This is an optimization exercise on Yosys and OpenROAD, whose aim is small area, not a production implementation. In this exercise RTL edits were held to simulation tests only and were not proved equivalent to the original. Power figures rest on the tool's default switching activity, not on a simulated workload.

File: flow/run.sh
#!/bin/bash
# synth_recipe.tcl (not shown) runs the flow's synth.tcl, then flattens the netlist and writes it again
# the make line also repeats each setting of config.mk as NAME=value (left out here)
make -C /OpenROAD-flow-scripts/flow DESIGN_CONFIG=/design/flow/config.mk WORK_HOME=/design/flow/orfs CLKGATE_MAP_FILE= SYNTH_SCRIPT=/design/flow/synth_recipe.tcl finish
File: flow/config.mk
export PLATFORM = sky130hd
export DESIGN_NAME = vga_controller
export DESIGN_NICKNAME = vga_controller
export VERILOG_FILES = /design/flow/design.v
export SDC_FILE = /design/flow/constraint.sdc
export NUM_CORES = 4
export LEC_CHECK = 0
export CAP_MARGIN = 20
export CORE_MARGIN = 2
export CORE_UTILIZATION = 30
export SLEW_MARGIN = 20
File: flow/constraint.sdc
create_clock -name core_clock -period 10.0 [get_ports {clk}]
set_input_delay 2.0000 -clock core_clock [delete_from_list [all_inputs] [get_ports {clk}]]
set_output_delay 2.0000 -clock core_clock [all_outputs]
set_load 0.01 [all_outputs]
File: flow/design.v
`timescale 1ns / 1ps
module vga_sync(
    input clk,
    input rst,
    output reg h_sync,
    output reg v_sync,
    output reg valid,
    output reg [10:0] x_counter,
    output reg [9:0] y_counter
    );
reg  x_rst,y_rst;
wire y_en;
always @(posedge clk)
if(rst) begin
x_counter<=11'b0;
y_counter<=10'b0;
end
else begin
if(x_rst) x_counter<=11'b0;
else      x_counter<=x_counter+11'd1;
if(y_rst) y_counter<=10'b0;
  else if(y_en) y_counter<=y_counter+10'd1;
    else           y_counter<=y_counter;
end
always @(posedge clk) 
if(rst) begin
x_rst<=1'b0;
y_rst<=1'b0;
end
else begin
x_rst<=(x_counter==11'd1586);
y_rst<=(y_counter==10'd527 && x_counter==11'd1586);
end
always @(posedge clk) 
if(rst) begin
h_sync<=1'b1;
v_sync<=1'b1;
valid<=1'b0;
end
else begin
h_sync<=~((x_counter>=11'd1304) && (x_counter<=11'd1493));
v_sync<=~((y_counter==10'd493) || (y_counter==10'd494));
valid<=((x_counter==11'd1587) || (y_counter<=10'd479 && x_counter<=11'd1287));
end
assign y_en=x_rst;
endmodule
`timescale 1ns / 1ps
module array_shifter(
    input [15:0] data,
    input en,
	input clk,
	input rst,
    output reg [287:0] SIPO
    );
always @(posedge clk)
if(rst) SIPO<=288'b0;
else if(en) begin
SIPO[287:272]<=data;
SIPO[15:0] <=SIPO[31:16];
SIPO[31:16]<=SIPO[47:32];
SIPO[47:32]<=SIPO[63:48];
SIPO[63:48]<=SIPO[79:64];
SIPO[79:64]<=SIPO[95:80];
SIPO[95:80] <=SIPO[111:96];
SIPO[111:96] <=SIPO[127:112];
SIPO[127:112]<=SIPO[143:128];
SIPO[143:128]<=SIPO[159:144];
SIPO[159:144]<=SIPO[175:160];
SIPO[175:160]<=SIPO[191:176];
SIPO[191:176]<=SIPO[207:192];
SIPO[207:192]<=SIPO[223:208];
SIPO[223:208] <=SIPO[239:224];
SIPO[239:224] <=SIPO[255:240];
SIPO[255:240]<=SIPO[271:256];
SIPO[271:256]<=SIPO[287:272];
end
endmodule
`timescale 1ns / 1ps
module char_pos(
    input clk,
    input rst,
    input [10:0] x_count,
    input [9:0] y_count,
	input [10:0] x_pos,
    input [9:0] y_pos,
    input [3:0] char_add,
    output reg char_green0
    );
reg color;
reg [63:0] char_rom;
reg [7:0] temp;
reg [2:0] incrementer;	
always @(posedge clk) begin
   if(rst) begin
      color<=1'b0;
      temp<=8'b0;
   end
   else if(x_count==x_pos) begin  
      if(y_count==y_pos) begin
         color<=1'b1;
         temp<=char_rom[63:56];
	  end
	  else if(y_count==y_pos+10'd1) begin
         color<=1'b1;
         temp<=char_rom[55:48];
	  end
	  else if(y_count==y_pos+10'd2) begin
         color<=1'b1;
         temp<=char_rom[47:40];
	  end
	  else if(y_count==y_pos+10'd3) begin
         color<=1'b1;
         temp<=char_rom[39:32];
	  end
	  else if(y_count==y_pos+10'd4) begin
         color<=1'b1;
         temp<=char_rom[31:24];
	  end
	  else if(y_count==y_pos+10'd5) begin
         color<=1'b1;
         temp<=char_rom[23:16];
	  end
	  else if(y_count==y_pos+10'd6) begin
         color<=1'b1;
         temp<=char_rom[15:8];
	  end
	  else if(y_count==y_pos+10'd7) begin
         color<=1'b1;
         temp<=char_rom[7:0];
	  end
      else 
         color<=1'b0;
   end
   else 
      color<=1'b0;
end
always@(posedge clk) begin
if(rst) begin char_green0<=1'b0;incrementer<=3'd0;end
else if((color)||(incrementer)) begin char_green0<=(temp[3'd7-incrementer]);incrementer<=incrementer+3'd1;end
else      begin char_green0<=1'b0;end
end
always @(*)
case (char_add)
4'h0: char_rom=64'b0000000000000000000000000000000000000000000110000001100000110000; 
4'h1: char_rom=64'b0001100000111100011001100111111001100110011001100110011000000000; 
4'h2: char_rom=64'b0111111001100000011000000111100001100000011000000111111000000000; 
4'h3: char_rom=64'b0011110000011000000110000001100000011000000110000011110000000000; 
4'h4: char_rom=64'b0110011001110110011111100111111001101110011001100110011000000000; 
4'h5: char_rom=64'b0011110001100110011001100110011001100110011001100011110000000000; 
4'h6: char_rom=64'b0111110001100110011001100111110001111000011011000110011000000000; 
4'h7: char_rom=64'b0011110001100110011000000011110000000110011001100011110000000000; 
4'h8: char_rom=64'b0110011001100110011001100110011001100110011001100011110000000000; 
4'h9: char_rom=64'b0110001101100011011000110110101101111111011101110110001100000000; 
4'ha: char_rom=64'b0110011001100110011001100011110000011000000110000001100000000000; 
4'hb: char_rom=64'b0000000000011000000110000000000000000000000110000001100000000000; 
default: char_rom=64'b0;
endcase	
endmodule
`timescale 1ns / 1ps
module num_pos(
    input clk,
    input rst,
    input [10:0] x_count,
    input [9:0] y_count,
	input [10:0] x_pos,
    input [9:0] y_pos,
    input [3:0] num_add,
    output reg num_green0
    );
reg color;
reg [63:0] num_rom;
reg [7:0] temp;
reg [2:0] incrementer;	
always @(posedge clk) begin
   if(rst) begin
      color<=1'b0;
      temp<=8'b0;
   end
   else if(x_count==x_pos) begin  
      if(y_count==y_pos) begin
         color<=1'b1;
         temp<=num_rom[63:56];
	  end
	  else if(y_count==y_pos+10'd1) begin
         color<=1'b1;
         temp<=num_rom[55:48];
	  end
	  else if(y_count==y_pos+10'd2) begin
         color<=1'b1;
         temp<=num_rom[47:40];
	  end
	  else if(y_count==y_pos+10'd3) begin
         color<=1'b1;
         temp<=num_rom[39:32];
	  end
	  else if(y_count==y_pos+10'd4) begin
         color<=1'b1;
         temp<=num_rom[31:24];
	  end
	  else if(y_count==y_pos+10'd5) begin
         color<=1'b1;
         temp<=num_rom[23:16];
	  end
	  else if(y_count==y_pos+10'd6) begin
         color<=1'b1;
         temp<=num_rom[15:8];
	  end
	  else if(y_count==y_pos+10'd7) begin
         color<=1'b1;
         temp<=num_rom[7:0];
	  end
      else 
         color<=1'b0;
   end
   else 
      color<=1'b0;
end
always@(posedge clk) begin
if(rst) begin num_green0<=1'b0;incrementer<=3'd0;end
else if((color)||(incrementer)) begin num_green0<=(temp[3'd7-incrementer]);incrementer<=incrementer+3'd1;end
else      num_green0<=1'b0;
end
always @(*) 
case(num_add)
4'h0:num_rom=64'b0011110001100110011001100110011001100110011001100011110000000000; 
4'h1:num_rom=64'b0001100000011000001110000001100000011000000110000111111000000000; 
4'h2:num_rom=64'b0011110001100110000001100000110000110000011000000111111000000000; 
4'h3:num_rom=64'b0011110001100110000001100001110000000110011001100011110000000000; 
4'h4:num_rom=64'b0000011000001110000111100110011001111111000001100000011000000000; 
4'h5:num_rom=64'b0111111001100000011111000000011000000110011001100011110000000000; 
4'h6:num_rom=64'b0011110001100110011000000111110001100110011001100011110000000000; 
4'h7:num_rom=64'b0111111001100110000011000001100000011000000110000001100000000000; 
4'h8:num_rom=64'b0011110001100110011001100011110001100110011001100011110000000000; 
4'h9:num_rom=64'b0011110001100110011001100011111000000110011001100011110000000000; 
4'ha:num_rom=64'b0001100000111100011001100111111001100110011001100110011000000000; 
4'hb:num_rom=64'b0111110001100110011001100111110001100110011001100111110000000000; 
4'hc:num_rom=64'b0011110001100110011000000110000001100000011001100011110000000000; 
4'hd:num_rom=64'b0111100001101100011001100110011001100110011011000111100000000000; 
4'he:num_rom=64'b0111111001100000011000000111100001100000011000000111111000000000; 
4'hf:num_rom=64'b0111111001100000011000000111100001100000011000000110000000000000; 
endcase		
endmodule
`timescale 1ns / 1ps
module vga_controller(
    input clk,
    input rst,
	input [15:0] data,
	input en,
    output h_sync,
    output v_sync,
    output red0,
    output red1,
    output green0,
    output green1,
    output blue0,
    output blue1
    );
wire [10:0] x_counter;
wire [9:0] y_counter;	
wire valid;
wire [101:0] t_green0;
wire [287:0] SIPO;
vga_sync    sync_50M(clk,rst,h_sync,v_sync,valid,x_counter,y_counter);
array_shifter  myshift(data,en,clk,rst,SIPO);
char_pos    u1(clk,rst,x_counter,y_counter,11'd114,10'd124,4'ha,t_green0[0]); 
char_pos    u2(clk,rst,x_counter,y_counter,11'd122,10'd124,4'h5,t_green0[1]); 
char_pos    u3(clk,rst,x_counter,y_counter,11'd130,10'd124,4'h8,t_green0[2]); 
char_pos    u4(clk,rst,x_counter,y_counter,11'd138,10'd124,4'h6,t_green0[3]); 
char_pos    u5(clk,rst,x_counter,y_counter,11'd154,10'd124,4'h1,t_green0[4]); 
char_pos    u6(clk,rst,x_counter,y_counter,11'd162,10'd124,4'h4,t_green0[5]); 
char_pos    u7(clk,rst,x_counter,y_counter,11'd170,10'd124,4'h7,t_green0[6]); 
char_pos    u8(clk,rst,x_counter,y_counter,11'd178,10'd124,4'h9,t_green0[7]); 
char_pos    u9(clk,rst,x_counter,y_counter,11'd186,10'd124,4'h2,t_green0[8]); 
char_pos    u10(clk,rst,x_counter,y_counter,11'd194,10'd124,4'h6,t_green0[9]); 
char_pos    u11(clk,rst,x_counter,y_counter,11'd210,10'd124,4'h3,t_green0[10]); 
char_pos    u12(clk,rst,x_counter,y_counter,11'd218,10'd124,4'h7,t_green0[11]); 
char_pos    u13(clk,rst,x_counter,y_counter,11'd226,10'd124,4'hb,t_green0[12]); 
num_pos     u14(clk,rst,x_counter,y_counter,11'd234,10'd124,SIPO[15:12],t_green0[13]); 
num_pos     u15(clk,rst,x_counter,y_counter,11'd242,10'd124,SIPO[11:8],t_green0[14]); 
num_pos     u16(clk,rst,x_counter,y_counter,11'd250,10'd124,SIPO[7:4],t_green0[15]); 
num_pos     u17(clk,rst,x_counter,y_counter,11'd258,10'd124,SIPO[3:0],t_green0[16]); 
char_pos    u18(clk,rst,x_counter,y_counter,11'd266,10'd124,4'h0,t_green0[17]); 
num_pos     u19(clk,rst,x_counter,y_counter,11'd274,10'd124,SIPO[31:28],t_green0[18]); 
num_pos     u20(clk,rst,x_counter,y_counter,11'd282,10'd124,SIPO[27:24],t_green0[19]); 
num_pos     u21(clk,rst,x_counter,y_counter,11'd290,10'd124,SIPO[23:20],t_green0[20]); 
num_pos     u22(clk,rst,x_counter,y_counter,11'd298,10'd124,SIPO[19:16],t_green0[21]); 
char_pos    u23(clk,rst,x_counter,y_counter,11'd306,10'd124,4'h0,t_green0[22]); 
num_pos     u24(clk,rst,x_counter,y_counter,11'd314,10'd124,SIPO[47:44],t_green0[23]); 
num_pos     u25(clk,rst,x_counter,y_counter,11'd322,10'd124,SIPO[43:40],t_green0[24]); 
num_pos     u26(clk,rst,x_counter,y_counter,11'd330,10'd124,SIPO[39:36],t_green0[25]); 
num_pos     u27(clk,rst,x_counter,y_counter,11'd338,10'd124,SIPO[35:32],t_green0[26]); 
char_pos    u28(clk,rst,x_counter,y_counter,11'd346,10'd124,4'h0,t_green0[27]); 
num_pos     u29(clk,rst,x_counter,y_counter,11'd354,10'd124,SIPO[63:60],t_green0[28]); 
num_pos     u30(clk,rst,x_counter,y_counter,11'd362,10'd124,SIPO[59:56],t_green0[29]); 
num_pos     u31(clk,rst,x_counter,y_counter,11'd370,10'd124,SIPO[55:52],t_green0[30]); 
num_pos     u32(clk,rst,x_counter,y_counter,11'd378,10'd124,SIPO[51:48],t_green0[31]); 
char_pos    u33(clk,rst,x_counter,y_counter,11'd386,10'd124,4'h0,t_green0[32]); 
num_pos     u34(clk,rst,x_counter,y_counter,11'd394,10'd124,SIPO[79:76],t_green0[33]); 
num_pos     u35(clk,rst,x_counter,y_counter,11'd402,10'd124,SIPO[75:72],t_green0[34]); 
num_pos     u36(clk,rst,x_counter,y_counter,11'd410,10'd124,SIPO[71:68],t_green0[35]); 
num_pos     u37(clk,rst,x_counter,y_counter,11'd418,10'd124,SIPO[67:64],t_green0[36]); 
char_pos    u38(clk,rst,x_counter,y_counter,11'd426,10'd124,4'h0,t_green0[37]); 
num_pos     u39(clk,rst,x_counter,y_counter,11'd434,10'd124,SIPO[95:92],t_green0[38]); 
num_pos     u40(clk,rst,x_counter,y_counter,11'd442,10'd124,SIPO[91:88],t_green0[39]); 
num_pos     u41(clk,rst,x_counter,y_counter,11'd450,10'd124,SIPO[87:84],t_green0[40]); 
num_pos     u42(clk,rst,x_counter,y_counter,11'd458,10'd124,SIPO[83:80],t_green0[41]); 
char_pos    u43(clk,rst,x_counter,y_counter,11'd466,10'd124,4'h0,t_green0[42]); 
num_pos     u44(clk,rst,x_counter,y_counter,11'd474,10'd124,SIPO[111:108],t_green0[43]); 
num_pos     u45(clk,rst,x_counter,y_counter,11'd482,10'd124,SIPO[107:104],t_green0[44]); 
num_pos     u46(clk,rst,x_counter,y_counter,11'd490,10'd124,SIPO[103:100],t_green0[45]); 
num_pos     u47(clk,rst,x_counter,y_counter,11'd498,10'd124,SIPO[99:96],t_green0[46]); 
char_pos    u48(clk,rst,x_counter,y_counter,11'd506,10'd124,4'h0,t_green0[47]); 
num_pos     u49(clk,rst,x_counter,y_counter,11'd514,10'd124,SIPO[127:124],t_green0[48]); 
num_pos     u50(clk,rst,x_counter,y_counter,11'd522,10'd124,SIPO[123:120],t_green0[49]); 
num_pos     u51(clk,rst,x_counter,y_counter,11'd530,10'd124,SIPO[119:116],t_green0[50]); 
num_pos     u52(clk,rst,x_counter,y_counter,11'd538,10'd124,SIPO[115:112],t_green0[51]); 
char_pos    u53(clk,rst,x_counter,y_counter,11'd546,10'd124,4'h0,t_green0[52]); 
num_pos     u54(clk,rst,x_counter,y_counter,11'd554,10'd124,SIPO[143:140],t_green0[53]); 
num_pos     u55(clk,rst,x_counter,y_counter,11'd562,10'd124,SIPO[139:136],t_green0[54]); 
num_pos     u56(clk,rst,x_counter,y_counter,11'd570,10'd124,SIPO[135:132],t_green0[55]); 
num_pos     u57(clk,rst,x_counter,y_counter,11'd578,10'd124,SIPO[131:128],t_green0[56]); 
char_pos    u58(clk,rst,x_counter,y_counter,11'd586,10'd124,4'h0,t_green0[57]); 
num_pos     u59(clk,rst,x_counter,y_counter,11'd594,10'd124,SIPO[159:156],t_green0[58]); 
num_pos     u60(clk,rst,x_counter,y_counter,11'd602,10'd124,SIPO[155:152],t_green0[59]); 
num_pos     u61(clk,rst,x_counter,y_counter,11'd610,10'd124,SIPO[151:148],t_green0[60]); 
num_pos     u62(clk,rst,x_counter,y_counter,11'd618,10'd124,SIPO[147:144],t_green0[61]); 
char_pos    u63(clk,rst,x_counter,y_counter,11'd626,10'd124,4'h0,t_green0[62]); 
num_pos     u64(clk,rst,x_counter,y_counter,11'd634,10'd124,SIPO[175:172],t_green0[63]); 
num_pos     u65(clk,rst,x_counter,y_counter,11'd642,10'd124,SIPO[171:168],t_green0[64]); 
num_pos     u66(clk,rst,x_counter,y_counter,11'd650,10'd124,SIPO[167:164],t_green0[65]); 
num_pos     u67(clk,rst,x_counter,y_counter,11'd658,10'd124,SIPO[163:160],t_green0[66]); 
char_pos    u68(clk,rst,x_counter,y_counter,11'd666,10'd124,4'h0,t_green0[67]); 
num_pos     u69(clk,rst,x_counter,y_counter,11'd674,10'd124,SIPO[191:188],t_green0[68]); 
num_pos     u70(clk,rst,x_counter,y_counter,11'd682,10'd124,SIPO[187:184],t_green0[69]); 
num_pos     u71(clk,rst,x_counter,y_counter,11'd690,10'd124,SIPO[183:180],t_green0[70]); 
num_pos     u72(clk,rst,x_counter,y_counter,11'd698,10'd124,SIPO[179:176],t_green0[71]); 
char_pos    u73(clk,rst,x_counter,y_counter,11'd706,10'd124,4'h0,t_green0[72]); 
num_pos     u74(clk,rst,x_counter,y_counter,11'd714,10'd124,SIPO[207:204],t_green0[73]); 
num_pos     u75(clk,rst,x_counter,y_counter,11'd722,10'd124,SIPO[203:200],t_green0[74]); 
num_pos     u76(clk,rst,x_counter,y_counter,11'd730,10'd124,SIPO[199:196],t_green0[75]); 
num_pos     u77(clk,rst,x_counter,y_counter,11'd738,10'd124,SIPO[195:192],t_green0[76]); 
char_pos    u78(clk,rst,x_counter,y_counter,11'd746,10'd124,4'h0,t_green0[77]); 
num_pos     u79(clk,rst,x_counter,y_counter,11'd754,10'd124,SIPO[223:220],t_green0[78]); 
num_pos     u80(clk,rst,x_counter,y_counter,11'd762,10'd124,SIPO[219:216],t_green0[79]); 
num_pos     u81(clk,rst,x_counter,y_counter,11'd770,10'd124,SIPO[215:212],t_green0[80]); 
num_pos     u82(clk,rst,x_counter,y_counter,11'd778,10'd124,SIPO[211:208],t_green0[81]); 
char_pos    u83(clk,rst,x_counter,y_counter,11'd786,10'd124,4'h0,t_green0[82]); 
num_pos     u84(clk,rst,x_counter,y_counter,11'd794,10'd124,SIPO[239:236],t_green0[83]); 
num_pos     u85(clk,rst,x_counter,y_counter,11'd802,10'd124,SIPO[235:232],t_green0[84]); 
num_pos     u86(clk,rst,x_counter,y_counter,11'd810,10'd124,SIPO[231:228],t_green0[85]); 
num_pos     u87(clk,rst,x_counter,y_counter,11'd818,10'd124,SIPO[227:224],t_green0[86]); 
char_pos    u88(clk,rst,x_counter,y_counter,11'd826,10'd124,4'h0,t_green0[87]); 
num_pos     u89(clk,rst,x_counter,y_counter,11'd834,10'd124,SIPO[255:252],t_green0[88]); 
num_pos     u90(clk,rst,x_counter,y_counter,11'd842,10'd124,SIPO[251:248],t_green0[89]); 
num_pos     u91(clk,rst,x_counter,y_counter,11'd850,10'd124,SIPO[247:244],t_green0[90]); 
num_pos     u92(clk,rst,x_counter,y_counter,11'd858,10'd124,SIPO[243:240],t_green0[91]); 
char_pos    u93(clk,rst,x_counter,y_counter,11'd866,10'd124,4'h0,t_green0[92]); 
num_pos     u94(clk,rst,x_counter,y_counter,11'd874,10'd124,SIPO[271:268],t_green0[93]); 
num_pos     u95(clk,rst,x_counter,y_counter,11'd882,10'd124,SIPO[267:264],t_green0[94]); 
num_pos     u96(clk,rst,x_counter,y_counter,11'd890,10'd124,SIPO[263:260],t_green0[95]); 
num_pos     u97(clk,rst,x_counter,y_counter,11'd898,10'd124,SIPO[259:256],t_green0[96]); 
char_pos    u98(clk,rst,x_counter,y_counter,11'd906,10'd124,4'h0,t_green0[97]); 
num_pos     u99(clk,rst,x_counter,y_counter,11'd914,10'd124,SIPO[287:284],t_green0[98]); 
num_pos     u100(clk,rst,x_counter,y_counter,11'd922,10'd124,SIPO[283:280],t_green0[99]); 
num_pos     u101(clk,rst,x_counter,y_counter,11'd930,10'd124,SIPO[279:276],t_green0[100]); 
num_pos     u102(clk,rst,x_counter,y_counter,11'd938,10'd124,SIPO[275:272],t_green0[101]); 
assign red1=1'b0;
assign green1=1'b0;
assign blue1=1'b0;
assign green0=((|t_green0) & valid);
assign red0=1'b0;
assign blue0=1'b0;
endmodule
==> out/results.tsv <==
metric	value	unit
reg2reg start	sync_50M.y_counter[0]$_SDFFE_PP0P_	
CP peak stage delay	0.96	ns
via density per instance	5.50	
Place WS	4.23	ns
DRT iter0 DRCs	17505	
r2r worst-path depth	9	
Slew HR	15.6	%
Power Density	172	nW/µm²
CP Depth	6	
CTS Hold Bufs	0	
Final nets	21215	
total grt overflow	0	
first-pass GRT wire length	966000	µm
Wirelength per Cell	22.7	µm
remaining antenna violation count	0	
CP top delay family	simple AND/OR/NAND/NOR gates	
Final TNS setup	0	ns
internal power	27.2	mW
Yosys warning count	4	
Area growth, synth to finish	11.3	%
Worst-Margin Slew	1.27	ns
commonest non-fill, non-tap cells in the layout	dfxtp_1, nand2_1, a21oi_1	
max reg flops	288	
Critical Path RT	8.00	ns
# IOs	27	
Post-DP HPWL	410000	µm
Cells on Worst Hold Path	2	
port bufs	21	
crit share post-route	61.0	%
hold crit path type	flip-flop to flip-flop	
clock-pin slew on the worst setup and hold paths	0.06	ns
Worst Path Class, Setup	flip-flop to output port	
FP Rows	288	
GPL Wtd Cong	0.908	
power share of the combinational group	3.8	%
number of setup violations in the final report	0	
Syn Inst Count	21402	
VDD IR max	153	µV
RSZ-0062 raised after global routing	false	
DR pass1 iterations	7	
Detailed Route WL	656000	µm
Leak Pwr	78.5	nW
Core Box Area	614000	µm²
Max Root-Sink Buffers	4	
share of synthesized registers carrying an async set or reset	0	%
post-CTS setup buffer count	0	
clock network latency to the later pin of the worst-skew pair	1.03	ns
number of vias in the routed layout	158940	
DRC	0	
number of max-slew violations in the final report	0	
worst path bufs/invs	2	
TritonCTS clock tree	done	
CP Data Arrival Time	4.10	ns
Most flops, register	myshift.SIPO	
Area contributors post-synth	dfxtp_1, a21oi_1, nand2_1	
EDFF count, synth	0	
top cell type by total area after synthesis	dfxtp_1	
vias in the first global route	148245	
syn_area_per_cell	8.62	µm²
Final min period	6.10	ns
Final Hold Fails	0	
top_reg_cell synth	dfxtp_1	
crit start category	flip-flop	
sw power	8.02	mW
Die H	788	µm
Die ar.	621000	µm²
initial antenna violation count	36	
synth unique cells	102	
post-synthesis cell area	184000	µm²
Net Sw Frac	22.7	%
hold wc startpoint	u64.num_rom[24]$_SDFF_PP0_	
Critical Path Source	u35.num_green0$_SDFF_PP0_	
share of layout cells above drive strength 1	8.71	%
TritonCTS buffer count	433	
most common cell after layout, fill and taps aside	dfxtp_1	
Reg power frac	48.4	%
#FFs+latches synth	4159	
Crit Path Max Fanout	1	
status	complete, no violations	
fin worst setup slack	3.90	ns
CTS Root Cell	clkbuf_16	
post_cts resized	0	
worst-path cell chain	nor4_1 -> nand4_1 -> nor3_1 -> a21boi_1 -> buf_4 -> clkdlybuf4s50_1	
clock share of power	47.8	%
largest net degree at the start of global routing	152	
CTS sink cnt	4159	
Initial Utilization	30.0	%
Tot GR Track Use	19.9	%
die width	788	µm
post-synthesis sequential area ratio	45.1	%
CP max-delay cell	nor4_1	
H-tree Lvls	5	
max-cap viol count	0	
CP Capture Type	output port	
FMAX	164	MHz
post-synth top area share	45.1	%
Setup Skew	0.0608	ns
[per-layer routing]
layer	global-route usage [%]	part of all wire, %
met1	26.8	43
met2	31.2	44
met3	3.52	8.3
met5	0	0.019
met4	8.48	4.7
[cell usage after synthesis, drive strengths merged (80+ instances only)]
master,number
a211oi,136
a21boi,127
a21oi,2087
a221o,105
a221oi,363
a22o,154
a22oi,268
a2bb2oi,116
a311oi,99
a31oi,188
and2,93
and3,153
buf,495
clkbuf,1201
dfxtp,4159
ha,788
inv,764
mux2,156
mux2i,506
nand2,2725
nand2b,202
nand3,384
nand4,80
nor2,1995
nor3,278
nor4,185
o211ai,177
o21ai,1264
o221ai,138
o22ai,352
o32ai,118
or2,354
or3,116
xnor2,198
[area by class of cell]
class | count | area (µm²)
fillers | 63302 | 409000
well taps | 8120 | 10200
clock buffers | 626 | 12700
multi-input cells | 14770 | 91600
flip-flops and latches | 4159 | 83300
repair buffers | 263 | 2480
clock inverters | 170 | 2160
inverters | 781 | 2970
diodes | 8 | 20.0
[kinds of logic after synthesis]
group,share of synthesized area (%)
multiplexers,4.60
adder cells (fa/ha/maj),5.34
XOR/XNOR,0.992
other,0.00203
flip-flops,45.1
AND/OR/NAND/NOR,17.0
AO/OA/AOI/OAI,21.5
buffers and inverters,5.42
[power by group through the flow]
stage,sequential [mW],combinational (mW),clock (mW)
after global routing,17.1,1.49,17.7
after CTS,17.1,1.33,17.0
after detailed placement,17.4,1.32,0
after global placement,17.4,1.28,0
after floorplan,17.4,1.07,0
final,17.1,1.34,16.8
[worst paths after layout]
path                                                  to  slack [ns]
worst min register to register  u64.temp[0]$_SDFFE_PP0P_        0.43
worst max register to register  u30.temp[3]$_SDFFE_PP0P_        4.69
worst max-delay path                              green0        3.90
worst min-delay path            u64.temp[0]$_SDFFE_PP0P_        0.43
[per-stage QoR]
stage | hold WS, ns | power (mW) | std cells | utilization [%] | cell area, µm²
2_1_floorplan | 0.422 | 18.4 | 21406 | - | 184000
3_3_place_gp | 0.435 | 18.7 | 28089 | 31.0 | 190000
3_5_place_dp | 0.439 | 18.7 | 28093 | 31.0 | 190000
4_1_cts | 0.426 | 35.4 | 28889 | 33.4 | 205000
5_1_grt | 0.456 | 36.3 | 28891 | 33.4 | 205000
6_report | 0.429 | 35.2 | 28897 | 33.4 | 205000
[worst register-to-register path: cells and delay by family, from the launching register on]
kind            cells  cell delay (ns)
compound gates      2             0.82
fa+ha+maj           1             0.56
buf+inv             3             1.32
flops               1             0.41
simple gates        3             2.09

port drivers added, routing unchanged:
Ports are ideal in the flow. The routed layout listed here was re-timed in OpenROAD.
Step 1 sets driving cells, clkbuf_16 on the clock port and buf_2 on the other inputs (assumed; they add their load-dependent delay and slew).
Step 2 times the ports against the registers' clock, not the clock port: input delays grow and output delays shrink by t, the midpoint of the rising clock arrivals with the driver on.
a / b / c = no drivers / after step 1 / after step 2; a / b = the first two.
shift t [ns]: 1.130
setup slack, ns: 3.903 / 3.773 / 3.993
hold slack, ns: 0.429 / 0.429 / 0.429
worst data-port slew with drivers (ns): 0.08
pins driven straight from the clock port: 1
After both steps setup and hold are still met in this run. For this run, drivers alone change the setup slack by -0.130 ns; drivers and shift together by +0.090 ns.
